From an optimization exercise on the open Yosys and OpenROAD flow, aimed at small area, a short achievable clock period and few clock cycles per item; shortcuts taken in it are not production practice.
Only simulation tests tie the RTL to the original design; equivalence was not proved.
Power is estimated from default activity; no workload was simulated.

`flow/design.v`:
```
module popcount_pipe (
  input  logic         clk_i,
  input  logic [255:0] data_i,
  output logic [8:0]   count_o
);
  logic s0_1;
  logic c0_2;
  logic s0_3;
  logic c0_4;
  logic s0_5;
  logic c0_6;
  logic s0_7;
  logic c0_8;
  logic s0_9;
  logic c0_10;
  logic s0_11;
  logic c0_12;
  logic s0_13;
  logic c0_14;
  logic s0_15;
  logic c0_16;
  logic s0_17;
  logic c0_18;
  logic s0_19;
  logic c0_20;
  logic s0_21;
  logic c0_22;
  logic s0_23;
  logic c0_24;
  logic s0_25;
  logic c0_26;
  logic s0_27;
  logic c0_28;
  logic s0_29;
  logic c0_30;
  logic s0_31;
  logic c0_32;
  logic s0_33;
  logic c0_34;
  logic s0_35;
  logic c0_36;
  logic s0_37;
  logic c0_38;
  logic s0_39;
  logic c0_40;
  logic s0_41;
  logic c0_42;
  logic s0_43;
  logic c0_44;
  logic s0_45;
  logic c0_46;
  logic s0_47;
  logic c0_48;
  logic s0_49;
  logic c0_50;
  logic s0_51;
  logic c0_52;
  logic s0_53;
  logic c0_54;
  logic s0_55;
  logic c0_56;
  logic s0_57;
  logic c0_58;
  logic s0_59;
  logic c0_60;
  logic s0_61;
  logic c0_62;
  logic s0_63;
  logic c0_64;
  logic s0_65;
  logic c0_66;
  logic s0_67;
  logic c0_68;
  logic s0_69;
  logic c0_70;
  logic s0_71;
  logic c0_72;
  logic s0_73;
  logic c0_74;
  logic s0_75;
  logic c0_76;
  logic s0_77;
  logic c0_78;
  logic s0_79;
  logic c0_80;
  logic s0_81;
  logic c0_82;
  logic s0_83;
  logic c0_84;
  logic s0_85;
  logic c0_86;
  logic s0_87;
  logic c0_88;
  logic s0_89;
  logic c0_90;
  logic s0_91;
  logic c0_92;
  logic s0_93;
  logic c0_94;
  logic s0_95;
  logic c0_96;
  logic s0_97;
  logic c0_98;
  logic s0_99;
  logic c0_100;
  logic s0_101;
  logic c0_102;
  logic s0_103;
  logic c0_104;
  logic s0_105;
  logic c0_106;
  logic s0_107;
  logic c0_108;
  logic s0_109;
  logic c0_110;
  logic s0_111;
  logic c0_112;
  logic s0_113;
  logic c0_114;
  logic s0_115;
  logic c0_116;
  logic s0_117;
  logic c0_118;
  logic s0_119;
  logic c0_120;
  logic s0_121;
  logic c0_122;
  logic s0_123;
  logic c0_124;
  logic s0_125;
  logic c0_126;
  logic s0_127;
  logic c0_128;
  logic s0_129;
  logic c0_130;
  logic s0_131;
  logic c0_132;
  logic s0_133;
  logic c0_134;
  logic s0_135;
  logic c0_136;
  logic s0_137;
  logic c0_138;
  logic s0_139;
  logic c0_140;
  logic s0_141;
  logic c0_142;
  logic s0_143;
  logic c0_144;
  logic s0_145;
  logic c0_146;
  logic s0_147;
  logic c0_148;
  logic s0_149;
  logic c0_150;
  logic s0_151;
  logic c0_152;
  logic s0_153;
  logic c0_154;
  logic s0_155;
  logic c0_156;
  logic s0_157;
  logic c0_158;
  logic s0_159;
  logic c0_160;
  logic s0_161;
  logic c0_162;
  logic s0_163;
  logic c0_164;
  logic s0_165;
  logic c0_166;
  logic s0_167;
  logic c0_168;
  logic s0_169;
  logic c0_170;
  logic s0_171;
  logic c0_172;
  logic s0_173;
  logic c0_174;
  logic s0_175;
  logic c0_176;
  logic s0_177;
  logic c0_178;
  logic s0_179;
  logic c0_180;
  logic s0_181;
  logic c0_182;
  logic s0_183;
  logic c0_184;
  logic s0_185;
  logic c0_186;
  logic s0_187;
  logic c0_188;
  logic s0_189;
  logic c0_190;
  logic s0_191;
  logic c0_192;
  logic s0_193;
  logic c0_194;
  logic s0_195;
  logic c0_196;
  logic s0_197;
  logic c0_198;
  logic s0_199;
  logic c0_200;
  logic s0_201;
  logic c0_202;
  logic s0_203;
  logic c0_204;
  logic s0_205;
  logic c0_206;
  logic s0_207;
  logic c0_208;
  logic s0_209;
  logic c0_210;
  logic s0_211;
  logic c0_212;
  logic s0_213;
  logic c0_214;
  logic s0_215;
  logic c0_216;
  logic s0_217;
  logic c0_218;
  logic s0_219;
  logic c0_220;
  logic s0_221;
  logic c0_222;
  logic s0_223;
  logic c0_224;
  logic s0_225;
  logic c0_226;
  logic s0_227;
  logic c0_228;
  logic s0_229;
  logic c0_230;
  logic s0_231;
  logic c0_232;
  logic s0_233;
  logic c0_234;
  logic s0_235;
  logic c0_236;
  logic s0_237;
  logic c0_238;
  logic s0_239;
  logic c0_240;
  logic s0_241;
  logic c0_242;
  logic s0_243;
  logic c0_244;
  logic s0_245;
  logic c0_246;
  logic s0_247;
  logic c0_248;
  logic s0_249;
  logic c0_250;
  logic s0_251;
  logic c0_252;
  logic s0_253;
  logic c0_254;
  logic s0_255;
  logic c0_256;
  logic s0_257;
  logic c0_258;
  logic s0_259;
  logic c0_260;
  logic s0_261;
  logic c0_262;
  logic s0_263;
  logic c0_264;
  logic s0_265;
  logic c0_266;
  logic s0_267;
  logic c0_268;
  logic s0_269;
  logic c0_270;
  logic s0_271;
  logic c0_272;
  logic s0_273;
  logic c0_274;
  logic s0_275;
  logic c0_276;
  logic s0_277;
  logic c0_278;
  logic s0_279;
  logic c0_280;
  logic s0_281;
  logic c0_282;
  logic [114:0] p0_q;
  logic s1_283;
  logic c1_284;
  logic s1_285;
  logic c1_286;
  logic s1_287;
  logic c1_288;
  logic s1_289;
  logic c1_290;
  logic s1_291;
  logic c1_292;
  logic s1_293;
  logic c1_294;
  logic s1_295;
  logic c1_296;
  logic s1_297;
  logic c1_298;
  logic s1_299;
  logic c1_300;
  logic s1_301;
  logic c1_302;
  logic s1_303;
  logic c1_304;
  logic s1_305;
  logic c1_306;
  logic s1_307;
  logic c1_308;
  logic s1_309;
  logic c1_310;
  logic s1_311;
  logic c1_312;
  logic s1_313;
  logic c1_314;
  logic s1_315;
  logic c1_316;
  logic s1_317;
  logic c1_318;
  logic s1_319;
  logic c1_320;
  logic s1_321;
  logic c1_322;
  logic s1_323;
  logic c1_324;
  logic s1_325;
  logic c1_326;
  logic s1_327;
  logic c1_328;
  logic s1_329;
  logic c1_330;
  logic s1_331;
  logic c1_332;
  logic s1_333;
  logic c1_334;
  logic s1_335;
  logic c1_336;
  logic s1_337;
  logic c1_338;
  logic s1_339;
  logic c1_340;
  logic s1_341;
  logic c1_342;
  logic s1_343;
  logic c1_344;
  logic s1_345;
  logic c1_346;
  logic s1_347;
  logic c1_348;
  logic s1_349;
  logic c1_350;
  logic s1_351;
  logic c1_352;
  logic s1_353;
  logic c1_354;
  logic s1_355;
  logic c1_356;
  logic s1_357;
  logic c1_358;
  logic s1_359;
  logic c1_360;
  logic s1_361;
  logic c1_362;
  logic s1_363;
  logic c1_364;
  logic s1_365;
  logic c1_366;
  logic s1_367;
  logic c1_368;
  logic s1_369;
  logic c1_370;
  logic s1_371;
  logic c1_372;
  logic s1_373;
  logic c1_374;
  logic s1_375;
  logic c1_376;
  logic s1_377;
  logic c1_378;
  logic s1_379;
  logic c1_380;
  logic s1_381;
  logic c1_382;
  logic s1_383;
  logic c1_384;
  logic s1_385;
  logic c1_386;
  logic s1_387;
  logic c1_388;
  logic s1_389;
  logic c1_390;
  logic s1_391;
  logic c1_392;
  logic s1_393;
  logic c1_394;
  logic s1_395;
  logic c1_396;
  logic s1_397;
  logic c1_398;
  logic s1_399;
  logic c1_400;
  logic s1_401;
  logic c1_402;
  logic s1_403;
  logic c1_404;
  logic s1_405;
  logic c1_406;
  logic s1_407;
  logic c1_408;
  logic s1_409;
  logic c1_410;
  logic s1_411;
  logic c1_412;
  logic s1_413;
  logic c1_414;
  logic s1_415;
  logic c1_416;
  logic s1_417;
  logic c1_418;
  logic s1_419;
  logic c1_420;
  logic s1_421;
  logic c1_422;
  logic s1_423;
  logic c1_424;
  logic s1_425;
  logic c1_426;
  logic s1_427;
  logic c1_428;
  logic s1_429;
  logic c1_430;
  logic s1_431;
  logic c1_432;
  logic s1_433;
  logic c1_434;
  logic s1_435;
  logic c1_436;
  logic s1_437;
  logic c1_438;
  logic s1_439;
  logic c1_440;
  logic s1_441;
  logic c1_442;
  logic s1_443;
  logic c1_444;
  logic s1_445;
  logic c1_446;
  logic s1_447;
  logic c1_448;
  logic s1_449;
  logic c1_450;
  logic s1_451;
  logic c1_452;
  logic s1_453;
  logic c1_454;
  logic s1_455;
  logic c1_456;
  logic s1_457;
  logic c1_458;
  logic s1_459;
  logic c1_460;
  logic [25:0] p1_q;
  logic s2_461;
  logic c2_462;
  logic s2_463;
  logic c2_464;
  logic s2_465;
  logic c2_466;
  logic s2_467;
  logic c2_468;
  logic s2_469;
  logic c2_470;
  logic s2_471;
  logic c2_472;
  logic s2_473;
  logic c2_474;
  logic s2_475;
  logic c2_476;
  logic s2_477;
  logic c2_478;
  logic s2_479;
  logic c2_480;
  logic s2_481;
  logic c2_482;
  logic s2_483;
  logic c2_484;
  logic s2_485;
  logic c2_486;
  logic s2_487;
  logic c2_488;
  logic s2_489;
  logic c2_490;
  logic [10:0] p2_q;
  logic s3_491;
  logic c3_492;
  logic s3_493;
  logic c3_494;
  logic [8:0] row_a, row_b;
  fa u_fa2 (.a(data_i[0]), .b(data_i[1]), .c(data_i[2]), .s(s0_1), .co(c0_2));
  fa u_fa4 (.a(data_i[3]), .b(data_i[4]), .c(data_i[5]), .s(s0_3), .co(c0_4));
  fa u_fa6 (.a(data_i[6]), .b(data_i[7]), .c(data_i[8]), .s(s0_5), .co(c0_6));
  fa u_fa8 (.a(data_i[9]), .b(data_i[10]), .c(data_i[11]), .s(s0_7), .co(c0_8));
  fa u_fa10 (.a(data_i[12]), .b(data_i[13]), .c(data_i[14]), .s(s0_9), .co(c0_10));
  fa u_fa12 (.a(data_i[15]), .b(data_i[16]), .c(data_i[17]), .s(s0_11), .co(c0_12));
  fa u_fa14 (.a(data_i[18]), .b(data_i[19]), .c(data_i[20]), .s(s0_13), .co(c0_14));
  fa u_fa16 (.a(data_i[21]), .b(data_i[22]), .c(data_i[23]), .s(s0_15), .co(c0_16));
  fa u_fa18 (.a(data_i[24]), .b(data_i[25]), .c(data_i[26]), .s(s0_17), .co(c0_18));
  fa u_fa20 (.a(data_i[27]), .b(data_i[28]), .c(data_i[29]), .s(s0_19), .co(c0_20));
  fa u_fa22 (.a(data_i[30]), .b(data_i[31]), .c(data_i[32]), .s(s0_21), .co(c0_22));
  fa u_fa24 (.a(data_i[33]), .b(data_i[34]), .c(data_i[35]), .s(s0_23), .co(c0_24));
  fa u_fa26 (.a(data_i[36]), .b(data_i[37]), .c(data_i[38]), .s(s0_25), .co(c0_26));
  fa u_fa28 (.a(data_i[39]), .b(data_i[40]), .c(data_i[41]), .s(s0_27), .co(c0_28));
  fa u_fa30 (.a(data_i[42]), .b(data_i[43]), .c(data_i[44]), .s(s0_29), .co(c0_30));
  fa u_fa32 (.a(data_i[45]), .b(data_i[46]), .c(data_i[47]), .s(s0_31), .co(c0_32));
  fa u_fa34 (.a(data_i[48]), .b(data_i[49]), .c(data_i[50]), .s(s0_33), .co(c0_34));
  fa u_fa36 (.a(data_i[51]), .b(data_i[52]), .c(data_i[53]), .s(s0_35), .co(c0_36));
  fa u_fa38 (.a(data_i[54]), .b(data_i[55]), .c(data_i[56]), .s(s0_37), .co(c0_38));
  fa u_fa40 (.a(data_i[57]), .b(data_i[58]), .c(data_i[59]), .s(s0_39), .co(c0_40));
  fa u_fa42 (.a(data_i[60]), .b(data_i[61]), .c(data_i[62]), .s(s0_41), .co(c0_42));
  fa u_fa44 (.a(data_i[63]), .b(data_i[64]), .c(data_i[65]), .s(s0_43), .co(c0_44));
  fa u_fa46 (.a(data_i[66]), .b(data_i[67]), .c(data_i[68]), .s(s0_45), .co(c0_46));
  fa u_fa48 (.a(data_i[69]), .b(data_i[70]), .c(data_i[71]), .s(s0_47), .co(c0_48));
  fa u_fa50 (.a(data_i[72]), .b(data_i[73]), .c(data_i[74]), .s(s0_49), .co(c0_50));
  fa u_fa52 (.a(data_i[75]), .b(data_i[76]), .c(data_i[77]), .s(s0_51), .co(c0_52));
  fa u_fa54 (.a(data_i[78]), .b(data_i[79]), .c(data_i[80]), .s(s0_53), .co(c0_54));
  fa u_fa56 (.a(data_i[81]), .b(data_i[82]), .c(data_i[83]), .s(s0_55), .co(c0_56));
  fa u_fa58 (.a(data_i[84]), .b(data_i[85]), .c(data_i[86]), .s(s0_57), .co(c0_58));
  fa u_fa60 (.a(data_i[87]), .b(data_i[88]), .c(data_i[89]), .s(s0_59), .co(c0_60));
  fa u_fa62 (.a(data_i[90]), .b(data_i[91]), .c(data_i[92]), .s(s0_61), .co(c0_62));
  fa u_fa64 (.a(data_i[93]), .b(data_i[94]), .c(data_i[95]), .s(s0_63), .co(c0_64));
  fa u_fa66 (.a(data_i[96]), .b(data_i[97]), .c(data_i[98]), .s(s0_65), .co(c0_66));
  fa u_fa68 (.a(data_i[99]), .b(data_i[100]), .c(data_i[101]), .s(s0_67), .co(c0_68));
  fa u_fa70 (.a(data_i[102]), .b(data_i[103]), .c(data_i[104]), .s(s0_69), .co(c0_70));
  fa u_fa72 (.a(data_i[105]), .b(data_i[106]), .c(data_i[107]), .s(s0_71), .co(c0_72));
  fa u_fa74 (.a(data_i[108]), .b(data_i[109]), .c(data_i[110]), .s(s0_73), .co(c0_74));
  fa u_fa76 (.a(data_i[111]), .b(data_i[112]), .c(data_i[113]), .s(s0_75), .co(c0_76));
  fa u_fa78 (.a(data_i[114]), .b(data_i[115]), .c(data_i[116]), .s(s0_77), .co(c0_78));
  fa u_fa80 (.a(data_i[117]), .b(data_i[118]), .c(data_i[119]), .s(s0_79), .co(c0_80));
  fa u_fa82 (.a(data_i[120]), .b(data_i[121]), .c(data_i[122]), .s(s0_81), .co(c0_82));
  fa u_fa84 (.a(data_i[123]), .b(data_i[124]), .c(data_i[125]), .s(s0_83), .co(c0_84));
  fa u_fa86 (.a(data_i[126]), .b(data_i[127]), .c(data_i[128]), .s(s0_85), .co(c0_86));
  fa u_fa88 (.a(data_i[129]), .b(data_i[130]), .c(data_i[131]), .s(s0_87), .co(c0_88));
  fa u_fa90 (.a(data_i[132]), .b(data_i[133]), .c(data_i[134]), .s(s0_89), .co(c0_90));
  fa u_fa92 (.a(data_i[135]), .b(data_i[136]), .c(data_i[137]), .s(s0_91), .co(c0_92));
  fa u_fa94 (.a(data_i[138]), .b(data_i[139]), .c(data_i[140]), .s(s0_93), .co(c0_94));
  fa u_fa96 (.a(data_i[141]), .b(data_i[142]), .c(data_i[143]), .s(s0_95), .co(c0_96));
  fa u_fa98 (.a(data_i[144]), .b(data_i[145]), .c(data_i[146]), .s(s0_97), .co(c0_98));
  fa u_fa100 (.a(data_i[147]), .b(data_i[148]), .c(data_i[149]), .s(s0_99), .co(c0_100));
  fa u_fa102 (.a(data_i[150]), .b(data_i[151]), .c(data_i[152]), .s(s0_101), .co(c0_102));
  fa u_fa104 (.a(data_i[153]), .b(data_i[154]), .c(data_i[155]), .s(s0_103), .co(c0_104));
  fa u_fa106 (.a(data_i[156]), .b(data_i[157]), .c(data_i[158]), .s(s0_105), .co(c0_106));
  fa u_fa108 (.a(data_i[159]), .b(data_i[160]), .c(data_i[161]), .s(s0_107), .co(c0_108));
  fa u_fa110 (.a(data_i[162]), .b(data_i[163]), .c(data_i[164]), .s(s0_109), .co(c0_110));
  fa u_fa112 (.a(data_i[165]), .b(data_i[166]), .c(data_i[167]), .s(s0_111), .co(c0_112));
  fa u_fa114 (.a(data_i[168]), .b(data_i[169]), .c(data_i[170]), .s(s0_113), .co(c0_114));
  fa u_fa116 (.a(data_i[171]), .b(data_i[172]), .c(data_i[173]), .s(s0_115), .co(c0_116));
  fa u_fa118 (.a(data_i[174]), .b(data_i[175]), .c(data_i[176]), .s(s0_117), .co(c0_118));
  fa u_fa120 (.a(data_i[177]), .b(data_i[178]), .c(data_i[179]), .s(s0_119), .co(c0_120));
  fa u_fa122 (.a(data_i[180]), .b(data_i[181]), .c(data_i[182]), .s(s0_121), .co(c0_122));
  fa u_fa124 (.a(data_i[183]), .b(data_i[184]), .c(data_i[185]), .s(s0_123), .co(c0_124));
  fa u_fa126 (.a(data_i[186]), .b(data_i[187]), .c(data_i[188]), .s(s0_125), .co(c0_126));
  fa u_fa128 (.a(data_i[189]), .b(data_i[190]), .c(data_i[191]), .s(s0_127), .co(c0_128));
  fa u_fa130 (.a(data_i[192]), .b(data_i[193]), .c(data_i[194]), .s(s0_129), .co(c0_130));
  fa u_fa132 (.a(data_i[195]), .b(data_i[196]), .c(data_i[197]), .s(s0_131), .co(c0_132));
  fa u_fa134 (.a(data_i[198]), .b(data_i[199]), .c(data_i[200]), .s(s0_133), .co(c0_134));
  fa u_fa136 (.a(data_i[201]), .b(data_i[202]), .c(data_i[203]), .s(s0_135), .co(c0_136));
  fa u_fa138 (.a(data_i[204]), .b(data_i[205]), .c(data_i[206]), .s(s0_137), .co(c0_138));
  fa u_fa140 (.a(data_i[207]), .b(data_i[208]), .c(data_i[209]), .s(s0_139), .co(c0_140));
  fa u_fa142 (.a(data_i[210]), .b(data_i[211]), .c(data_i[212]), .s(s0_141), .co(c0_142));
  fa u_fa144 (.a(data_i[213]), .b(data_i[214]), .c(data_i[215]), .s(s0_143), .co(c0_144));
  fa u_fa146 (.a(data_i[216]), .b(data_i[217]), .c(data_i[218]), .s(s0_145), .co(c0_146));
  fa u_fa148 (.a(data_i[219]), .b(data_i[220]), .c(data_i[221]), .s(s0_147), .co(c0_148));
  fa u_fa150 (.a(data_i[222]), .b(data_i[223]), .c(data_i[224]), .s(s0_149), .co(c0_150));
  fa u_fa152 (.a(data_i[225]), .b(data_i[226]), .c(data_i[227]), .s(s0_151), .co(c0_152));
  fa u_fa154 (.a(data_i[228]), .b(data_i[229]), .c(data_i[230]), .s(s0_153), .co(c0_154));
  fa u_fa156 (.a(data_i[231]), .b(data_i[232]), .c(data_i[233]), .s(s0_155), .co(c0_156));
  fa u_fa158 (.a(data_i[234]), .b(data_i[235]), .c(data_i[236]), .s(s0_157), .co(c0_158));
  fa u_fa160 (.a(data_i[237]), .b(data_i[238]), .c(data_i[239]), .s(s0_159), .co(c0_160));
  fa u_fa162 (.a(data_i[240]), .b(data_i[241]), .c(data_i[242]), .s(s0_161), .co(c0_162));
  fa u_fa164 (.a(data_i[243]), .b(data_i[244]), .c(data_i[245]), .s(s0_163), .co(c0_164));
  fa u_fa166 (.a(data_i[246]), .b(data_i[247]), .c(data_i[248]), .s(s0_165), .co(c0_166));
  fa u_fa168 (.a(data_i[249]), .b(data_i[250]), .c(data_i[251]), .s(s0_167), .co(c0_168));
  fa u_fa170 (.a(data_i[252]), .b(data_i[253]), .c(data_i[254]), .s(s0_169), .co(c0_170));
  fa u_fa172 (.a(data_i[255]), .b(s0_1), .c(s0_3), .s(s0_171), .co(c0_172));
  fa u_fa174 (.a(s0_5), .b(s0_7), .c(s0_9), .s(s0_173), .co(c0_174));
  fa u_fa176 (.a(s0_11), .b(s0_13), .c(s0_15), .s(s0_175), .co(c0_176));
  fa u_fa178 (.a(s0_17), .b(s0_19), .c(s0_21), .s(s0_177), .co(c0_178));
  fa u_fa180 (.a(s0_23), .b(s0_25), .c(s0_27), .s(s0_179), .co(c0_180));
  fa u_fa182 (.a(s0_29), .b(s0_31), .c(s0_33), .s(s0_181), .co(c0_182));
  fa u_fa184 (.a(s0_35), .b(s0_37), .c(s0_39), .s(s0_183), .co(c0_184));
  fa u_fa186 (.a(s0_41), .b(s0_43), .c(s0_45), .s(s0_185), .co(c0_186));
  fa u_fa188 (.a(s0_47), .b(s0_49), .c(s0_51), .s(s0_187), .co(c0_188));
  fa u_fa190 (.a(s0_53), .b(s0_55), .c(s0_57), .s(s0_189), .co(c0_190));
  fa u_fa192 (.a(s0_59), .b(s0_61), .c(s0_63), .s(s0_191), .co(c0_192));
  fa u_fa194 (.a(s0_65), .b(s0_67), .c(s0_69), .s(s0_193), .co(c0_194));
  fa u_fa196 (.a(s0_71), .b(s0_73), .c(s0_75), .s(s0_195), .co(c0_196));
  fa u_fa198 (.a(s0_77), .b(s0_79), .c(s0_81), .s(s0_197), .co(c0_198));
  fa u_fa200 (.a(s0_83), .b(s0_85), .c(s0_87), .s(s0_199), .co(c0_200));
  fa u_fa202 (.a(s0_89), .b(s0_91), .c(s0_93), .s(s0_201), .co(c0_202));
  fa u_fa204 (.a(s0_95), .b(s0_97), .c(s0_99), .s(s0_203), .co(c0_204));
  fa u_fa206 (.a(s0_101), .b(s0_103), .c(s0_105), .s(s0_205), .co(c0_206));
  fa u_fa208 (.a(s0_107), .b(s0_109), .c(s0_111), .s(s0_207), .co(c0_208));
  fa u_fa210 (.a(s0_113), .b(s0_115), .c(s0_117), .s(s0_209), .co(c0_210));
  fa u_fa212 (.a(s0_119), .b(s0_121), .c(s0_123), .s(s0_211), .co(c0_212));
  fa u_fa214 (.a(s0_125), .b(s0_127), .c(s0_129), .s(s0_213), .co(c0_214));
  fa u_fa216 (.a(s0_131), .b(s0_133), .c(s0_135), .s(s0_215), .co(c0_216));
  fa u_fa218 (.a(s0_137), .b(s0_139), .c(s0_141), .s(s0_217), .co(c0_218));
  fa u_fa220 (.a(s0_143), .b(s0_145), .c(s0_147), .s(s0_219), .co(c0_220));
  fa u_fa222 (.a(s0_149), .b(s0_151), .c(s0_153), .s(s0_221), .co(c0_222));
  fa u_fa224 (.a(s0_155), .b(s0_157), .c(s0_159), .s(s0_223), .co(c0_224));
  fa u_fa226 (.a(s0_161), .b(s0_163), .c(s0_165), .s(s0_225), .co(c0_226));
  fa u_fa228 (.a(c0_2), .b(c0_4), .c(c0_6), .s(s0_227), .co(c0_228));
  fa u_fa230 (.a(c0_8), .b(c0_10), .c(c0_12), .s(s0_229), .co(c0_230));
  fa u_fa232 (.a(c0_14), .b(c0_16), .c(c0_18), .s(s0_231), .co(c0_232));
  fa u_fa234 (.a(c0_20), .b(c0_22), .c(c0_24), .s(s0_233), .co(c0_234));
  fa u_fa236 (.a(c0_26), .b(c0_28), .c(c0_30), .s(s0_235), .co(c0_236));
  fa u_fa238 (.a(c0_32), .b(c0_34), .c(c0_36), .s(s0_237), .co(c0_238));
  fa u_fa240 (.a(c0_38), .b(c0_40), .c(c0_42), .s(s0_239), .co(c0_240));
  fa u_fa242 (.a(c0_44), .b(c0_46), .c(c0_48), .s(s0_241), .co(c0_242));
  fa u_fa244 (.a(c0_50), .b(c0_52), .c(c0_54), .s(s0_243), .co(c0_244));
  fa u_fa246 (.a(c0_56), .b(c0_58), .c(c0_60), .s(s0_245), .co(c0_246));
  fa u_fa248 (.a(c0_62), .b(c0_64), .c(c0_66), .s(s0_247), .co(c0_248));
  fa u_fa250 (.a(c0_68), .b(c0_70), .c(c0_72), .s(s0_249), .co(c0_250));
  fa u_fa252 (.a(c0_74), .b(c0_76), .c(c0_78), .s(s0_251), .co(c0_252));
  fa u_fa254 (.a(c0_80), .b(c0_82), .c(c0_84), .s(s0_253), .co(c0_254));
  fa u_fa256 (.a(c0_86), .b(c0_88), .c(c0_90), .s(s0_255), .co(c0_256));
  fa u_fa258 (.a(c0_92), .b(c0_94), .c(c0_96), .s(s0_257), .co(c0_258));
  fa u_fa260 (.a(c0_98), .b(c0_100), .c(c0_102), .s(s0_259), .co(c0_260));
  fa u_fa262 (.a(c0_104), .b(c0_106), .c(c0_108), .s(s0_261), .co(c0_262));
  fa u_fa264 (.a(c0_110), .b(c0_112), .c(c0_114), .s(s0_263), .co(c0_264));
  fa u_fa266 (.a(c0_116), .b(c0_118), .c(c0_120), .s(s0_265), .co(c0_266));
  fa u_fa268 (.a(c0_122), .b(c0_124), .c(c0_126), .s(s0_267), .co(c0_268));
  fa u_fa270 (.a(c0_128), .b(c0_130), .c(c0_132), .s(s0_269), .co(c0_270));
  fa u_fa272 (.a(c0_134), .b(c0_136), .c(c0_138), .s(s0_271), .co(c0_272));
  fa u_fa274 (.a(c0_140), .b(c0_142), .c(c0_144), .s(s0_273), .co(c0_274));
  fa u_fa276 (.a(c0_146), .b(c0_148), .c(c0_150), .s(s0_275), .co(c0_276));
  fa u_fa278 (.a(c0_152), .b(c0_154), .c(c0_156), .s(s0_277), .co(c0_278));
  fa u_fa280 (.a(c0_158), .b(c0_160), .c(c0_162), .s(s0_279), .co(c0_280));
  fa u_fa282 (.a(c0_164), .b(c0_166), .c(c0_168), .s(s0_281), .co(c0_282));
  fa u_fa284 (.a(p0_q[0]), .b(p0_q[1]), .c(p0_q[2]), .s(s1_283), .co(c1_284));
  fa u_fa286 (.a(p0_q[3]), .b(p0_q[4]), .c(p0_q[5]), .s(s1_285), .co(c1_286));
  fa u_fa288 (.a(p0_q[6]), .b(p0_q[7]), .c(p0_q[8]), .s(s1_287), .co(c1_288));
  fa u_fa290 (.a(p0_q[9]), .b(p0_q[10]), .c(p0_q[11]), .s(s1_289), .co(c1_290));
  fa u_fa292 (.a(p0_q[12]), .b(p0_q[13]), .c(p0_q[14]), .s(s1_291), .co(c1_292));
  fa u_fa294 (.a(p0_q[15]), .b(p0_q[16]), .c(p0_q[17]), .s(s1_293), .co(c1_294));
  fa u_fa296 (.a(p0_q[18]), .b(p0_q[19]), .c(p0_q[20]), .s(s1_295), .co(c1_296));
  fa u_fa298 (.a(p0_q[21]), .b(p0_q[22]), .c(p0_q[23]), .s(s1_297), .co(c1_298));
  fa u_fa300 (.a(p0_q[24]), .b(p0_q[25]), .c(p0_q[26]), .s(s1_299), .co(c1_300));
  fa u_fa302 (.a(p0_q[27]), .b(p0_q[28]), .c(p0_q[29]), .s(s1_301), .co(c1_302));
  fa u_fa304 (.a(s1_283), .b(s1_285), .c(s1_287), .s(s1_303), .co(c1_304));
  fa u_fa306 (.a(s1_289), .b(s1_291), .c(s1_293), .s(s1_305), .co(c1_306));
  fa u_fa308 (.a(s1_295), .b(s1_297), .c(s1_299), .s(s1_307), .co(c1_308));
  fa u_fa310 (.a(s1_301), .b(s1_303), .c(s1_305), .s(s1_309), .co(c1_310));
  fa u_fa312 (.a(p0_q[30]), .b(p0_q[31]), .c(p0_q[32]), .s(s1_311), .co(c1_312));
  fa u_fa314 (.a(p0_q[33]), .b(p0_q[34]), .c(p0_q[35]), .s(s1_313), .co(c1_314));
  fa u_fa316 (.a(p0_q[36]), .b(p0_q[37]), .c(p0_q[38]), .s(s1_315), .co(c1_316));
  fa u_fa318 (.a(p0_q[39]), .b(p0_q[40]), .c(p0_q[41]), .s(s1_317), .co(c1_318));
  fa u_fa320 (.a(p0_q[42]), .b(p0_q[43]), .c(p0_q[44]), .s(s1_319), .co(c1_320));
  fa u_fa322 (.a(p0_q[45]), .b(p0_q[46]), .c(p0_q[47]), .s(s1_321), .co(c1_322));
  fa u_fa324 (.a(p0_q[48]), .b(p0_q[49]), .c(p0_q[50]), .s(s1_323), .co(c1_324));
  fa u_fa326 (.a(p0_q[51]), .b(p0_q[52]), .c(p0_q[53]), .s(s1_325), .co(c1_326));
  fa u_fa328 (.a(p0_q[54]), .b(p0_q[55]), .c(p0_q[56]), .s(s1_327), .co(c1_328));
  fa u_fa330 (.a(p0_q[57]), .b(p0_q[58]), .c(p0_q[59]), .s(s1_329), .co(c1_330));
  fa u_fa332 (.a(p0_q[60]), .b(p0_q[61]), .c(p0_q[62]), .s(s1_331), .co(c1_332));
  fa u_fa334 (.a(p0_q[63]), .b(p0_q[64]), .c(p0_q[65]), .s(s1_333), .co(c1_334));
  fa u_fa336 (.a(p0_q[66]), .b(p0_q[67]), .c(p0_q[68]), .s(s1_335), .co(c1_336));
  fa u_fa338 (.a(p0_q[69]), .b(p0_q[70]), .c(p0_q[71]), .s(s1_337), .co(c1_338));
  fa u_fa340 (.a(p0_q[72]), .b(p0_q[73]), .c(p0_q[74]), .s(s1_339), .co(c1_340));
  fa u_fa342 (.a(p0_q[75]), .b(p0_q[76]), .c(p0_q[77]), .s(s1_341), .co(c1_342));
  fa u_fa344 (.a(p0_q[78]), .b(p0_q[79]), .c(p0_q[80]), .s(s1_343), .co(c1_344));
  fa u_fa346 (.a(p0_q[81]), .b(p0_q[82]), .c(p0_q[83]), .s(s1_345), .co(c1_346));
  fa u_fa348 (.a(p0_q[84]), .b(p0_q[85]), .c(p0_q[86]), .s(s1_347), .co(c1_348));
  fa u_fa350 (.a(c1_284), .b(c1_286), .c(c1_288), .s(s1_349), .co(c1_350));
  fa u_fa352 (.a(c1_290), .b(c1_292), .c(c1_294), .s(s1_351), .co(c1_352));
  fa u_fa354 (.a(c1_296), .b(c1_298), .c(c1_300), .s(s1_353), .co(c1_354));
  fa u_fa356 (.a(c1_302), .b(s1_311), .c(s1_313), .s(s1_355), .co(c1_356));
  fa u_fa358 (.a(s1_315), .b(s1_317), .c(s1_319), .s(s1_357), .co(c1_358));
  fa u_fa360 (.a(s1_321), .b(s1_323), .c(s1_325), .s(s1_359), .co(c1_360));
  fa u_fa362 (.a(s1_327), .b(s1_329), .c(s1_331), .s(s1_361), .co(c1_362));
  fa u_fa364 (.a(s1_333), .b(s1_335), .c(s1_337), .s(s1_363), .co(c1_364));
  fa u_fa366 (.a(s1_339), .b(s1_341), .c(s1_343), .s(s1_365), .co(c1_366));
  fa u_fa368 (.a(s1_345), .b(s1_347), .c(c1_304), .s(s1_367), .co(c1_368));
  fa u_fa370 (.a(s1_349), .b(c1_306), .c(s1_351), .s(s1_369), .co(c1_370));
  fa u_fa372 (.a(c1_308), .b(s1_353), .c(s1_355), .s(s1_371), .co(c1_372));
  fa u_fa374 (.a(s1_357), .b(s1_359), .c(s1_361), .s(s1_373), .co(c1_374));
  fa u_fa376 (.a(s1_363), .b(s1_365), .c(s1_367), .s(s1_375), .co(c1_376));
  fa u_fa378 (.a(c1_310), .b(s1_369), .c(s1_371), .s(s1_377), .co(c1_378));
  fa u_fa380 (.a(p0_q[87]), .b(p0_q[88]), .c(p0_q[89]), .s(s1_379), .co(c1_380));
  fa u_fa382 (.a(p0_q[90]), .b(p0_q[91]), .c(p0_q[92]), .s(s1_381), .co(c1_382));
  fa u_fa384 (.a(p0_q[93]), .b(p0_q[94]), .c(p0_q[95]), .s(s1_383), .co(c1_384));
  fa u_fa386 (.a(p0_q[96]), .b(p0_q[97]), .c(p0_q[98]), .s(s1_385), .co(c1_386));
  fa u_fa388 (.a(p0_q[99]), .b(p0_q[100]), .c(p0_q[101]), .s(s1_387), .co(c1_388));
  fa u_fa390 (.a(p0_q[102]), .b(p0_q[103]), .c(p0_q[104]), .s(s1_389), .co(c1_390));
  fa u_fa392 (.a(p0_q[105]), .b(p0_q[106]), .c(p0_q[107]), .s(s1_391), .co(c1_392));
  fa u_fa394 (.a(p0_q[108]), .b(p0_q[109]), .c(p0_q[110]), .s(s1_393), .co(c1_394));
  fa u_fa396 (.a(p0_q[111]), .b(p0_q[112]), .c(p0_q[113]), .s(s1_395), .co(c1_396));
  fa u_fa398 (.a(p0_q[114]), .b(c1_312), .c(c1_314), .s(s1_397), .co(c1_398));
  fa u_fa400 (.a(c1_316), .b(c1_318), .c(c1_320), .s(s1_399), .co(c1_400));
  fa u_fa402 (.a(c1_322), .b(c1_324), .c(c1_326), .s(s1_401), .co(c1_402));
  fa u_fa404 (.a(c1_328), .b(c1_330), .c(c1_332), .s(s1_403), .co(c1_404));
  fa u_fa406 (.a(c1_334), .b(c1_336), .c(c1_338), .s(s1_405), .co(c1_406));
  fa u_fa408 (.a(c1_340), .b(c1_342), .c(c1_344), .s(s1_407), .co(c1_408));
  fa u_fa410 (.a(c1_346), .b(c1_348), .c(s1_379), .s(s1_409), .co(c1_410));
  fa u_fa412 (.a(s1_381), .b(s1_383), .c(s1_385), .s(s1_411), .co(c1_412));
  fa u_fa414 (.a(s1_387), .b(s1_389), .c(s1_391), .s(s1_413), .co(c1_414));
  fa u_fa416 (.a(s1_393), .b(s1_395), .c(c1_350), .s(s1_415), .co(c1_416));
  fa u_fa418 (.a(c1_352), .b(c1_354), .c(s1_397), .s(s1_417), .co(c1_418));
  fa u_fa420 (.a(c1_356), .b(c1_358), .c(s1_399), .s(s1_419), .co(c1_420));
  fa u_fa422 (.a(c1_360), .b(s1_401), .c(c1_362), .s(s1_421), .co(c1_422));
  fa u_fa424 (.a(s1_403), .b(c1_364), .c(s1_405), .s(s1_423), .co(c1_424));
  fa u_fa426 (.a(c1_366), .b(s1_407), .c(s1_409), .s(s1_425), .co(c1_426));
  fa u_fa428 (.a(s1_411), .b(s1_413), .c(c1_368), .s(s1_427), .co(c1_428));
  fa u_fa430 (.a(s1_415), .b(c1_370), .c(s1_417), .s(s1_429), .co(c1_430));
  fa u_fa432 (.a(c1_372), .b(s1_419), .c(c1_374), .s(s1_431), .co(c1_432));
  fa u_fa434 (.a(s1_421), .b(s1_423), .c(s1_425), .s(s1_433), .co(c1_434));
  fa u_fa436 (.a(c1_380), .b(c1_382), .c(c1_384), .s(s1_435), .co(c1_436));
  fa u_fa438 (.a(c1_386), .b(c1_388), .c(c1_390), .s(s1_437), .co(c1_438));
  fa u_fa440 (.a(c1_392), .b(c1_394), .c(c1_396), .s(s1_439), .co(c1_440));
  fa u_fa442 (.a(c1_398), .b(c1_400), .c(c1_402), .s(s1_441), .co(c1_442));
  fa u_fa444 (.a(c1_404), .b(c1_410), .c(c1_406), .s(s1_443), .co(c1_444));
  fa u_fa446 (.a(c1_408), .b(s1_435), .c(c1_412), .s(s1_445), .co(c1_446));
  fa u_fa448 (.a(s1_437), .b(c1_414), .c(s1_439), .s(s1_447), .co(c1_448));
  fa u_fa450 (.a(c1_416), .b(c1_418), .c(c1_420), .s(s1_449), .co(c1_450));
  fa u_fa452 (.a(s1_441), .b(c1_422), .c(s1_443), .s(s1_451), .co(c1_452));
  fa u_fa454 (.a(c1_424), .b(c1_426), .c(s1_445), .s(s1_453), .co(c1_454));
  fa u_fa456 (.a(c1_436), .b(c1_438), .c(c1_440), .s(s1_455), .co(c1_456));
  fa u_fa458 (.a(c1_442), .b(c1_444), .c(c1_446), .s(s1_457), .co(c1_458));
  fa u_fa460 (.a(s1_455), .b(c1_448), .c(c1_450), .s(s1_459), .co(c1_460));
  fa u_fa462 (.a(p1_q[2]), .b(p1_q[3]), .c(p1_q[4]), .s(s2_461), .co(c2_462));
  fa u_fa464 (.a(p1_q[5]), .b(p1_q[6]), .c(p1_q[7]), .s(s2_463), .co(c2_464));
  fa u_fa466 (.a(p1_q[8]), .b(p1_q[9]), .c(p1_q[10]), .s(s2_465), .co(c2_466));
  fa u_fa468 (.a(c2_462), .b(s2_463), .c(s2_465), .s(s2_467), .co(c2_468));
  fa u_fa470 (.a(p1_q[11]), .b(p1_q[12]), .c(p1_q[13]), .s(s2_469), .co(c2_470));
  fa u_fa472 (.a(p1_q[14]), .b(p1_q[15]), .c(p1_q[16]), .s(s2_471), .co(c2_472));
  fa u_fa474 (.a(p1_q[17]), .b(p1_q[18]), .c(c2_464), .s(s2_473), .co(c2_474));
  fa u_fa476 (.a(c2_466), .b(s2_469), .c(s2_471), .s(s2_475), .co(c2_476));
  fa u_fa478 (.a(s2_473), .b(c2_468), .c(s2_475), .s(s2_477), .co(c2_478));
  fa u_fa480 (.a(p1_q[19]), .b(p1_q[20]), .c(p1_q[21]), .s(s2_479), .co(c2_480));
  fa u_fa482 (.a(p1_q[22]), .b(c2_470), .c(c2_472), .s(s2_481), .co(c2_482));
  fa u_fa484 (.a(s2_479), .b(c2_474), .c(s2_481), .s(s2_483), .co(c2_484));
  fa u_fa486 (.a(c2_476), .b(c2_478), .c(s2_483), .s(s2_485), .co(c2_486));
  fa u_fa488 (.a(p1_q[23]), .b(p1_q[24]), .c(p1_q[25]), .s(s2_487), .co(c2_488));
  fa u_fa490 (.a(c2_480), .b(s2_487), .c(c2_482), .s(s2_489), .co(c2_490));
  fa u_fa492 (.a(p2_q[6]), .b(p2_q[7]), .c(p2_q[8]), .s(s3_491), .co(c3_492));
  fa u_fa494 (.a(p2_q[9]), .b(p2_q[10]), .c(c3_492), .s(s3_493), .co(c3_494));
  assign row_a = {1'b0, c3_494, s3_493, s3_491, p2_q[5], p2_q[4], p2_q[3], p2_q[2], p2_q[0]};
  assign row_b = {1'b0, 1'b0, 1'b0, 1'b0, 1'b0, 1'b0, 1'b0, 1'b0, p2_q[1]};
  assign count_o = row_a + row_b;
  always_ff @(posedge clk_i) begin
    p0_q[0] <= s0_173;
    p0_q[1] <= s0_175;
    p0_q[2] <= s0_177;
    p0_q[3] <= s0_179;
    p0_q[4] <= s0_181;
    p0_q[5] <= s0_183;
    p0_q[6] <= s0_185;
    p0_q[7] <= s0_187;
    p0_q[8] <= s0_189;
    p0_q[9] <= s0_171;
    p0_q[10] <= s0_191;
    p0_q[11] <= s0_193;
    p0_q[12] <= s0_195;
    p0_q[13] <= s0_197;
    p0_q[14] <= s0_199;
    p0_q[15] <= s0_201;
    p0_q[16] <= s0_203;
    p0_q[17] <= s0_205;
    p0_q[18] <= s0_207;
    p0_q[19] <= s0_209;
    p0_q[20] <= s0_211;
    p0_q[21] <= s0_213;
    p0_q[22] <= s0_215;
    p0_q[23] <= s0_217;
    p0_q[24] <= s0_219;
    p0_q[25] <= s0_221;
    p0_q[26] <= s0_223;
    p0_q[27] <= s0_225;
    p0_q[28] <= s0_167;
    p0_q[29] <= s0_169;
    p0_q[30] <= s0_227;
    p0_q[31] <= c0_174;
    p0_q[32] <= s0_229;
    p0_q[33] <= c0_176;
    p0_q[34] <= s0_231;
    p0_q[35] <= c0_178;
    p0_q[36] <= s0_233;
    p0_q[37] <= c0_180;
    p0_q[38] <= s0_235;
    p0_q[39] <= c0_182;
    p0_q[40] <= s0_237;
    p0_q[41] <= c0_184;
    p0_q[42] <= s0_239;
    p0_q[43] <= c0_186;
    p0_q[44] <= s0_241;
    p0_q[45] <= c0_188;
    p0_q[46] <= s0_243;
    p0_q[47] <= c0_190;
    p0_q[48] <= s0_245;
    p0_q[49] <= c0_172;
    p0_q[50] <= c0_192;
    p0_q[51] <= s0_247;
    p0_q[52] <= c0_194;
    p0_q[53] <= s0_249;
    p0_q[54] <= c0_196;
    p0_q[55] <= s0_251;
    p0_q[56] <= c0_198;
    p0_q[57] <= s0_253;
    p0_q[58] <= c0_200;
    p0_q[59] <= s0_255;
    p0_q[60] <= c0_202;
    p0_q[61] <= s0_257;
    p0_q[62] <= c0_204;
    p0_q[63] <= s0_259;
    p0_q[64] <= c0_206;
    p0_q[65] <= s0_261;
    p0_q[66] <= c0_208;
    p0_q[67] <= s0_263;
    p0_q[68] <= c0_210;
    p0_q[69] <= s0_265;
    p0_q[70] <= c0_212;
    p0_q[71] <= s0_267;
    p0_q[72] <= c0_214;
    p0_q[73] <= s0_269;
    p0_q[74] <= c0_216;
    p0_q[75] <= s0_271;
    p0_q[76] <= c0_218;
    p0_q[77] <= s0_273;
    p0_q[78] <= c0_220;
    p0_q[79] <= s0_275;
    p0_q[80] <= c0_222;
    p0_q[81] <= s0_277;
    p0_q[82] <= c0_224;
    p0_q[83] <= s0_279;
    p0_q[84] <= c0_226;
    p0_q[85] <= s0_281;
    p0_q[86] <= c0_170;
    p0_q[87] <= c0_228;
    p0_q[88] <= c0_230;
    p0_q[89] <= c0_232;
    p0_q[90] <= c0_234;
    p0_q[91] <= c0_236;
    p0_q[92] <= c0_238;
    p0_q[93] <= c0_240;
    p0_q[94] <= c0_242;
    p0_q[95] <= c0_244;
    p0_q[96] <= c0_246;
    p0_q[97] <= c0_248;
    p0_q[98] <= c0_250;
    p0_q[99] <= c0_252;
    p0_q[100] <= c0_254;
    p0_q[101] <= c0_256;
    p0_q[102] <= c0_258;
    p0_q[103] <= c0_260;
    p0_q[104] <= c0_262;
    p0_q[105] <= c0_264;
    p0_q[106] <= c0_266;
    p0_q[107] <= c0_268;
    p0_q[108] <= c0_270;
    p0_q[109] <= c0_272;
    p0_q[110] <= c0_274;
    p0_q[111] <= c0_276;
    p0_q[112] <= c0_278;
    p0_q[113] <= c0_280;
    p0_q[114] <= c0_282;
  end
  always_ff @(posedge clk_i) begin
    p1_q[0] <= s1_309;
    p1_q[1] <= s1_307;
    p1_q[2] <= s1_373;
    p1_q[3] <= s1_377;
    p1_q[4] <= s1_375;
    p1_q[5] <= s1_431;
    p1_q[6] <= s1_429;
    p1_q[7] <= s1_427;
    p1_q[8] <= c1_378;
    p1_q[9] <= s1_433;
    p1_q[10] <= c1_376;
    p1_q[11] <= c1_432;
    p1_q[12] <= s1_451;
    p1_q[13] <= s1_449;
    p1_q[14] <= c1_430;
    p1_q[15] <= c1_428;
    p1_q[16] <= c1_434;
    p1_q[17] <= s1_453;
    p1_q[18] <= s1_447;
    p1_q[19] <= c1_452;
    p1_q[20] <= s1_457;
    p1_q[21] <= s1_459;
    p1_q[22] <= c1_454;
    p1_q[23] <= c1_458;
    p1_q[24] <= c1_456;
    p1_q[25] <= c1_460;
  end
  always_ff @(posedge clk_i) begin
    p2_q[0] <= p1_q[0];
    p2_q[1] <= p1_q[1];
    p2_q[2] <= s2_461;
    p2_q[3] <= s2_467;
    p2_q[4] <= s2_477;
    p2_q[5] <= s2_485;
    p2_q[6] <= s2_489;
    p2_q[7] <= c2_484;
    p2_q[8] <= c2_486;
    p2_q[9] <= c2_488;
    p2_q[10] <= c2_490;
  end
endmodule
module fa (
  input  logic a, b, c,
  output logic s, co
);
  assign s  = a ^ b ^ c;
  assign co = (a & b) | (c & (a ^ b));
endmodule
module popcount256 (
  input  logic         clk_i,
  input  logic         rst_ni,
  input  logic         valid_i,
  input  logic [255:0] data_i,
  output logic         valid_o,
  output logic [8:0]   popcount_o
);
  localparam integer Latency = 4;
  logic [8:0] count;
  popcount_pipe u_popcount (
    .clk_i  (clk_i),
    .data_i (data_i),
    .count_o(count)
  );
  logic [Latency-1:0] valid_q;
  always_ff @(posedge clk_i or negedge rst_ni) begin
    if (!rst_ni) begin
      valid_q <= '0;
    end else begin
      valid_q <= {valid_q[Latency-2:0], valid_i};
    end
  end
  assign valid_o = valid_q[Latency-1];
  always_ff @(posedge clk_i) begin
    popcount_o <= count;
  end
endmodule
```
`flow/flow/run.sh`:
```
#!/bin/bash
# Own layout flow: the standard ORFS flow (standard.sh, standard synthesis
# unchanged), with sky130 buf_1 cells as the port buffers and a clock tree
# built without dummy balancing loads. Each tool's output is in the ORFS logs
# (orfs/logs/...); make's own output goes to standard.log.
set -euo pipefail
cat >> config.mk <<'EOF2'
export BUFFER_PORTS_ARGS = -buffer_cell sky130_fd_sc_hd__buf_1
export CTS_ARGS = -sink_clustering_enable -repair_clock_nets -dont_use_dummy_load -buf_list sky130_fd_sc_hd__clkbuf_8 -sink_clustering_levels 2 -sink_clustering_size 25
EOF2
bash standard.sh finish > standard.log 2>&1
```
`flow/standard.sh`:
```
#!/bin/bash
# synth_recipe.tcl (not shown) runs the flow's synth.tcl, then flattens the netlist and writes it again
# the make line also repeats each setting of config.mk as NAME=value (left out here)
make -C /OpenROAD-flow-scripts/flow DESIGN_CONFIG=/design/flow/config.mk WORK_HOME=/design/flow/orfs CLKGATE_MAP_FILE= SYNTH_SCRIPT=/design/flow/synth_recipe.tcl "${@:-finish}"
```
`flow/config.mk`:
```
export PLATFORM = sky130hd
export DESIGN_NAME = popcount256
export DESIGN_NICKNAME = popcount256
export VERILOG_FILES = /design/flow/design.v
export SDC_FILE = /design/flow/constraint.sdc
export NUM_CORES = 4
export LEC_CHECK = 0
export CAP_MARGIN = 20
export CORE_MARGIN = 2
export CORE_UTILIZATION = 55
export SLEW_MARGIN = 20
export SYNTH_HIERARCHICAL = 1
export BUFFER_PORTS_ARGS = -buffer_cell sky130_fd_sc_hd__buf_1
export CTS_ARGS = -sink_clustering_enable -repair_clock_nets -dont_use_dummy_load -buf_list sky130_fd_sc_hd__clkbuf_8 -sink_clustering_levels 2 -sink_clustering_size 25
```
`flow/constraint.sdc`:
```
create_clock -name core_clock -period 9.5 [get_ports {clk_i}]
set_input_delay 1.9000 -clock core_clock [delete_from_list [all_inputs] [get_ports {clk_i}]]
set_output_delay 1.9000 -clock core_clock [all_outputs]
set_load 0.01 [all_outputs]
```
==> results of run 1 <==
==> modules after synthesis, one instance, submodules excluded <==
| module | flops+latches | area (um2) | cells | copies in the design |
|---|---|---|---|---|
| popcount256 | 13 | 280 | 13 | 1 |
| fa | 0 | 20.0 | 1 | 247 |
| popcount_pipe | 152 | 3170 | 169 | 1 |
==> per-layer routing <==
layer | track usage | vias up | part of all wire
li1 | - | 1868 | -
met1 | 0.258 | 2128 | 0.41
met2 | 0.331 | 142 | 0.53
met3 | 0.0440 | 6 | 0.055
met4 | 0.0465 | 0 | 0.0077
met5 | 0 | - | 0
==> kinds of logic (layout without fill, tap and decap cells) <==
kind of cell | count (synthesis) | count (layout) | share of synthesized area
fa+ha+maj | 249 | 249 | 0.592
buf+inv | 0 | 285 | 0
simple gates | 9 | 9 | 0.00567
flops | 165 | 165 | 0.396
xor+xnor | 6 | 6 | 0.00626
==> power groups by stage <==
stage / logic [mW] / clock network [mW] / registers (mW)
floorplan: 1.18 / 0 / 1.13
global placement: 1.75 / 0 / 1.14
detailed placement: 1.81 / 0 / 1.15
CTS: 1.81 / 0.377 / 1.13
global route: 2.06 / 0.402 / 1.16
finish: 1.74 / 0.361 / 1.13
==> metrics by stage <==
step	setup slack (ns)	utilization	area, um2	hold WS, ns
3_5_place_dp	6.32	0.641	9630	0.314
2_1_floorplan	6.51	-	8390	0.310
5_1_grt	6.62	0.656	9870	0.327
6_report	6.69	0.656	9870	0.317
3_3_place_gp	6.31	0.641	9630	0.315
4_1_cts	6.64	0.656	9870	0.320
==> cell usage after synthesis (all sizes together) <==
cell type,n
nand3,3
and3,1
ha,2
xor2,1
dfrtp,4
nand2,2
xnor2,5
nor2,1
fa,247
and4,1
nand4,1
dfxtp,161
==> worst max path at each step <==
| stage | startpoint | endpoint | slack [ns] | cells after the start |
|---|---|---|---|---|
| floorplan | data_i[6] | u_popcount.p0_q[0]$_DFF_P_ | 6.51 | 2 |
| global placement | data_i[0] | u_popcount.p0_q[9]$_DFF_P_ | 6.31 | 3 |
| detailed placement | data_i[0] | u_popcount.p0_q[9]$_DFF_P_ | 6.32 | 3 |
| CTS | popcount_o[7]$_DFF_P_ | popcount_o[7] | 6.64 | 1 |
| global route | popcount_o[7]$_DFF_P_ | popcount_o[7] | 6.62 | 1 |
| finish | valid_q[3]$_DFF_PN0_ | valid_o | 6.69 | 1 |
==> sequential cells by signal (all words and copies together) (netlist names) <==
name and flops:
u_popcount.p0_q 115, u_popcount.p1_q 26, u_popcount.p2_q 11, popcount_o 9, valid_q 4
==> cell type report <==
| class | instances | share of cell area |
|---|---|---|
| clock buffers | 17 | 0.0237 |
| well taps | 188 | 0.0238 |
| multi-input cells | 264 | 0.514 |
| repair buffers | 268 | 0.102 |
| flip-flops and latches | 165 | 0.337 |
==> reports/metrics.cfg, run 1 <==
[status]
run_status=timing/DRC/antenna clean

[timing]
rel_slew_slack=0.871
final-hold-violation-count=0
finalWorstPathRequiredPeriod_ns=2.81
fin_worst_skew_ns=0.0304
max_clock_freq_ghz=0.356
finalMaxSlewViolations=0
tightest_slew_ns=0.193
setup-violations-final=0
setup-tns-final_ns=0
layout_worst_path_cycle_share=0.296
grt_setup_unrepaired=no

[route]
post-route-drc-count=0
avgRoutedWirePerCell_um=15.3
drt-pass1-iter-count=4
wl_final_mm=13.8
vias_per_cell=4.59
drt.antenna.violating_nets=0
first_iter_violations=106
detailroute.via_count=4144

[layout]
layout_commonest_cell=sky130_fd_sc_hd__buf_1
multi_input_area_um2=5070
final_layout_size_suffix_gt1_frac=0.0238
seq_area_um2=3320
n_antenna_cell=0
layout.cells.most_common_list=sky130_fd_sc_hd__buf_1 (268), sky130_fd_sc_hd__fa_1 (247), sky130_fd_sc_hd__dfxtp_1 (161)
number_of_non_filler_instances_in_the_completed_layout=902
finalNetCount=1224
flow.area_growth_from_synthesis_pct=17.6
layout.filler_cells=1148

[setup_path]
cp_cell_sequence=buf_1
critical_path_type=reg2out
crit_path_start_kind=register
worst_path_largest_cell_delay_ns=0.36
rr_worst_depth=5
critical_path.max_fanout=1
slowest_stage=sky130_fd_sc_hd__dfrtp_1
internal_reg_to_reg_setup_slack_ns=6.71
regToRegEndpoint=u_popcount.p1_q[21]$_DFF_P_
required_ns=7.60
timing.critical_path.to_type=output port
critical_path.top_delay_family=flip-flops
critPathBufInv=1
crit-reg2reg-launch=u_popcount.p0_q[9]$_DFF_P_
critical_path_arrival_ns=0.91

[global_route]
grt_max_degree=17
first_global_vias=4983
groute.usage.overall=0.194
grt_first_pass_wirelength_mm=23.0
grt_overflow=0
antenna_violations_before_repair=0

[cts]
clock_path_buffers=2
cts_inserted_buffers=17
clock_tree_root_driver_cell=sky130_fd_sc_hd__clkbuf_8
postCtsSetupRepairBufs=0
hold_buffers=0
cts_tree=built
insertion_delay_ns=0.44
postCtsResizedCells=0
cts.clk_slew.worst_paths_ns=0.08
cts_h_tree_depth=4
clock_sink_count=165

[floorplan]
die_h_um=128
start_util=0.558
boundaryPins=269
core_region_area_um2=15000
die_x_um=128
std_cell_rows=45
die-area_um2=16300

[synthesis]
yosysTopAreaCell=sky130_fd_sc_hd__fa_1
syn-cell-area_um2=8390
mean_area_per_synthesized_cell_um2=19.6
synthDistinctLibCells=12
synthesis.instances=429
synth_nets=937
synth_top_area_frac=0.589
yosys_warnings=8
synthTopCellsByArea=sky130_fd_sc_hd__fa_1 (59%), sky130_fd_sc_hd__dfxtp_1 (38%), sky130_fd_sc_hd__dfrtp_1 (1.2%), sky130_fd_sc_hd__xnor2_1 (0.52%), sky130_fd_sc_hd__ha_1 (0.30%)
synth-seq-cells=165
seq_total_area_yosys=0.396

[flow_run]
drv_cap=0

[min_path]
worstHoldPathCells=0
timing.hold.worst.start=u_popcount.p1_q[1]$_DFF_P_
holdCritPathClass=reg2reg
hold_path_end=u_popcount.p2_q[1]$_DFF_P_

[power]
static-leakage-power_nw=3.70
power.internal_mw=2.00
power_per_cell_area_nw_per_um2=326
power.switching_mw=1.22
vdd.ir_drop.worst_v=0.000146
power.total_mw=3.22
seq_power_share=0.349
sw_frac_of_total=0.380
power_frac_comb=0.539
p_clk_frac=0.112

[placement]
finalWeightedCongestion=0.761
placement.io_buffers=268
placedCellCount=885
dp_hpwl_mm=12.8

Testbench counts, summed over its fixed seeds: cycles 16,024, items 16,000.
==> run 2, diff against run 1 <==
--- a/flow/flow/run.sh
+++ b/flow/flow/run.sh
@@ -6,6 +6,6 @@
 set -euo pipefail
 cat >> config.mk <<'EOF2'
 export BUFFER_PORTS_ARGS = -buffer_cell sky130_fd_sc_hd__buf_1
-export CTS_ARGS = -sink_clustering_enable -repair_clock_nets -dont_use_dummy_load -buf_list sky130_fd_sc_hd__clkbuf_8 -sink_clustering_levels 2 -sink_clustering_size 25
+export CTS_ARGS = -sink_clustering_enable -repair_clock_nets -dont_use_dummy_load -buf_list sky130_fd_sc_hd__clkbuf_8 -sink_buffer_max_cap_derate 1.0 -sink_clustering_size 25
 EOF2
 bash standard.sh finish > standard.log 2>&1
--- a/flow/config.mk
+++ b/flow/config.mk
@@ -11,4 +11,4 @@
 export SLEW_MARGIN = 20
 export SYNTH_HIERARCHICAL = 1
 export BUFFER_PORTS_ARGS = -buffer_cell sky130_fd_sc_hd__buf_1
-export CTS_ARGS = -sink_clustering_enable -repair_clock_nets -dont_use_dummy_load -buf_list sky130_fd_sc_hd__clkbuf_8 -sink_clustering_levels 2 -sink_clustering_size 25
+export CTS_ARGS = -sink_clustering_enable -repair_clock_nets -dont_use_dummy_load -buf_list sky130_fd_sc_hd__clkbuf_8 -sink_buffer_max_cap_derate 1.0 -sink_clustering_size 25
==> run 2 against run 1 <==
Largest power group unchanged. Combinational power about the same. Maximum frequency unchanged. Worst setup slack unchanged. Die area unchanged. First-iteration DRC count unchanged. Sequential power about the same. Highest routed layer unchanged. Register-to-register slack about the same. Synthesized cell count unchanged. Non-clock buffer count unchanged.
==> reports/metrics.cfg, run 2 <==
[status]
run_status=timing/DRC/antenna clean

[floorplan]
core_region_area_um2=15000
boundaryPins=269
start_util=0.558
die_x_um=128
die_h_um=128
std_cell_rows=45
die-area_um2=16300

[cts]
cts_inserted_buffers=17
insertion_delay_ns=0.44
postCtsResizedCells=0
clock_path_buffers=2
cts_tree=built
clock_sink_count=165
clock_tree_root_driver_cell=sky130_fd_sc_hd__clkbuf_8
cts.clk_slew.worst_paths_ns=0.08
hold_buffers=0
postCtsSetupRepairBufs=0
cts_h_tree_depth=4

[power]
static-leakage-power_nw=3.70
vdd.ir_drop.worst_v=0.000146
power.total_mw=3.22
power_per_cell_area_nw_per_um2=326
power.switching_mw=1.22
power.internal_mw=2.00
power_frac_comb=0.539
seq_power_share=0.349
sw_frac_of_total=0.380
p_clk_frac=0.112

[setup_path]
cp_num_cells=1
slowest_stage=sky130_fd_sc_hd__dfrtp_1
crit_path_start_kind=register
crit-reg2reg-launch=u_popcount.p0_q[9]$_DFF_P_
critical_path_arrival_ns=0.91
crit_path_start=valid_q[3]$_DFF_PN0_
critical_path_type=reg2out
required_ns=7.60
critPathBufInv=1
internal_reg_to_reg_setup_slack_ns=6.71
worst_setup_path_endpoint=valid_o
rr_worst_depth=5
worst_path_largest_cell_delay_ns=0.36
critical_path.top_delay_family=flip-flops
timing.critical_path.to_type=output port
cp_cell_sequence=buf_1
critical_path.max_fanout=1
regToRegEndpoint=u_popcount.p1_q[21]$_DFF_P_

[timing]
rel_slew_slack=0.871
max_clock_freq_ghz=0.356
fin_worst_skew_ns=0.0304
worst_slack_ns=6.69
tightest_slew_ns=0.193
grt_setup_unrepaired=no
layout_worst_path_cycle_share=0.296
setup-violations-final=0
finalMaxSlewViolations=0
final-hold-violation-count=0
finalWorstPathRequiredPeriod_ns=2.81
setup-tns-final_ns=0

[route]
post-route-drc-count=0
wl_final_mm=13.8
drt-pass1-iter-count=4
avgRoutedWirePerCell_um=15.3
vias_per_cell=4.59
drt.antenna.violating_nets=0
detailroute.via_count=4144
first_iter_violations=106

[global_route]
grt_max_degree=17
antenna_violations_before_repair=0
first_global_vias=4983
grt_first_pass_wirelength_mm=23.0
groute.usage.overall=0.194
grt_overflow=0

[synthesis]
synthMostInstantiatedCell=sky130_fd_sc_hd__fa_1
ys_async_sr_fraction=0.0242
number_of_enable_flip_flop_cells_after_synthesis=0
leading_register_cell_type_out_of_synthesis=sky130_fd_sc_hd__dfxtp_1
synthesis.instances=429
synth_top_area_frac=0.589
seq_total_area_yosys=0.396
synthDistinctLibCells=12
synthTopCellsByArea=sky130_fd_sc_hd__fa_1 (59%), sky130_fd_sc_hd__dfxtp_1 (38%), sky130_fd_sc_hd__dfrtp_1 (1.2%), sky130_fd_sc_hd__xnor2_1 (0.52%), sky130_fd_sc_hd__ha_1 (0.30%)
synth_common_cells=sky130_fd_sc_hd__fa_1 (247), sky130_fd_sc_hd__dfxtp_1 (161), sky130_fd_sc_hd__xnor2_1 (5), sky130_fd_sc_hd__dfrtp_1 (4), sky130_fd_sc_hd__nand3_1 (3)
syn-cell-area_um2=8390
mean_area_per_synthesized_cell_um2=19.6
yosysTopAreaCell=sky130_fd_sc_hd__fa_1
synth-seq-cells=165
yosys_warnings=8
synth_nets=937

[placement]
finalWeightedCongestion=0.761
dp_worst_setup_slack_ns=6.32
placement.io_buffers=268
dp_hpwl_mm=12.8
placement.cell_area_um2=9630

[min_path]
timing.hold.worst.start=u_popcount.p1_q[1]$_DFF_P_
holdCritPathClass=reg2reg

[layout]
flow.area_growth_from_synthesis_pct=17.6
final_layout_size_suffix_gt1_frac=0.0238
layout_top_registers=u_popcount.p0_q: 115 flops, u_popcount.p1_q: 26 flops, u_popcount.p2_q: 11 flops
largest_register_ffs=115
n_antenna_cell=0
finalInstanceArea_um2=9870
layout.cells.most_common_list=sky130_fd_sc_hd__buf_1 (268), sky130_fd_sc_hd__fa_1 (247), sky130_fd_sc_hd__dfxtp_1 (161)
largest-register=u_popcount.p0_q
post-route-util=0.656
finalNetCount=1224
layout_commonest_cell=sky130_fd_sc_hd__buf_1
layout.filler_cells=1148

[flow_run]
drv_cap=0

-- run 2: logic make-up after synthesis --
group	after synthesis	share of synthesized area
DFF	165	0.396
and+or+nand+nor	9	0.00567
xor gates and xnor gates	6	0.00626
adders and majority gates	249	0.592
-- run 2: metrics by stage --
stage,hold slack [ns],instances
after floorplan,0.310,429
after global placement,0.315,885
after detailed placement,0.314,885
after CTS,0.320,902
after global routing,0.327,902
final,0.317,902
-- run 2: modules after synthesis, one instance, submodules excluded --
module | cells inside | flops+latches | area [um2]
popcount_pipe | 169 | 152 | 3170
popcount256 | 13 | 13 | 280
fa | 1 | 0 | 20.0
-- run 2: layer usage --
metal / GRT usage / part of all wire / vias to the layer above
met1: 0.258 / 0.41 / 2128
li1: - / - / 1868
met5: 0 / 0 / -
met4: 0.0465 / 0.0077 / 0
met3: 0.0440 / 0.055 / 6
met2: 0.331 / 0.53 / 142
-- run 2: worst min path at each step --
stage,end,slack [ns],cells after the start
floorplan,u_popcount.p2_q[0]$_DFF_P_,0.31,0
global placement,u_popcount.p2_q[1]$_DFF_P_,0.31,0
detailed placement,u_popcount.p2_q[1]$_DFF_P_,0.31,0
CTS,u_popcount.p2_q[1]$_DFF_P_,0.32,0
global route,u_popcount.p2_q[1]$_DFF_P_,0.33,0
finish,u_popcount.p2_q[1]$_DFF_P_,0.32,0
-- run 2: cell type report --
class / count / area, um2 / share of cell area
Multi-Input combinational cell: 264 / 5070 / 0.514
Sequential cell: 165 / 3320 / 0.337
Timing Repair Buffer: 268 / 1010 / 0.102
Tap cell: 188 / 235 / 0.0238
Clock buffer: 17 / 234 / 0.0237
-- run 2: power by group through the flow --
stage          logic [mW]  registers, mW  clock network [mW]
6_report             1.74           1.13               0.361
3_3_place_gp         1.75           1.14                   0
3_5_place_dp         1.81           1.15                   0
5_1_grt              2.06           1.16               0.402
4_1_cts              1.81           1.13               0.377
2_1_floorplan        1.18           1.13                   0

-- afterwards: timing with drivers on the ports --
In the flow no input, the clock included, has a driving cell. The finished layouts below were timed again as built, in two steps.
Step 1 (the two cells are an assumption about what drives the block):
set clk [get_ports {clk_i}]
set_driving_cell -lib_cell sky130_fd_sc_hd__clkbuf_16 $clk
set_driving_cell -lib_cell sky130_fd_sc_hd__buf_2 [delete_from_list [all_inputs] $clk]
Step 2 adds t to the input delays and takes it off the output delays; t is the mean of the earliest and latest rising clock arrival at the registers after step 1. Input paths then give back, and output paths get back, about the clock's delay inside the block.
Slacks: ideal / step 1 / step 2; pairs: ideal / step 1.
run | shift t [ns] | setup slack, ns | latest minus earliest clock arrival (ns)
run 1 | 0.456 | 6.691 / 6.656 / 6.311 | 0.031 / 0.030
run 2 | 0.456 | 6.691 / 6.656 / 6.311 | 0.031 / 0.030
After both steps every run listed still meets setup and hold.
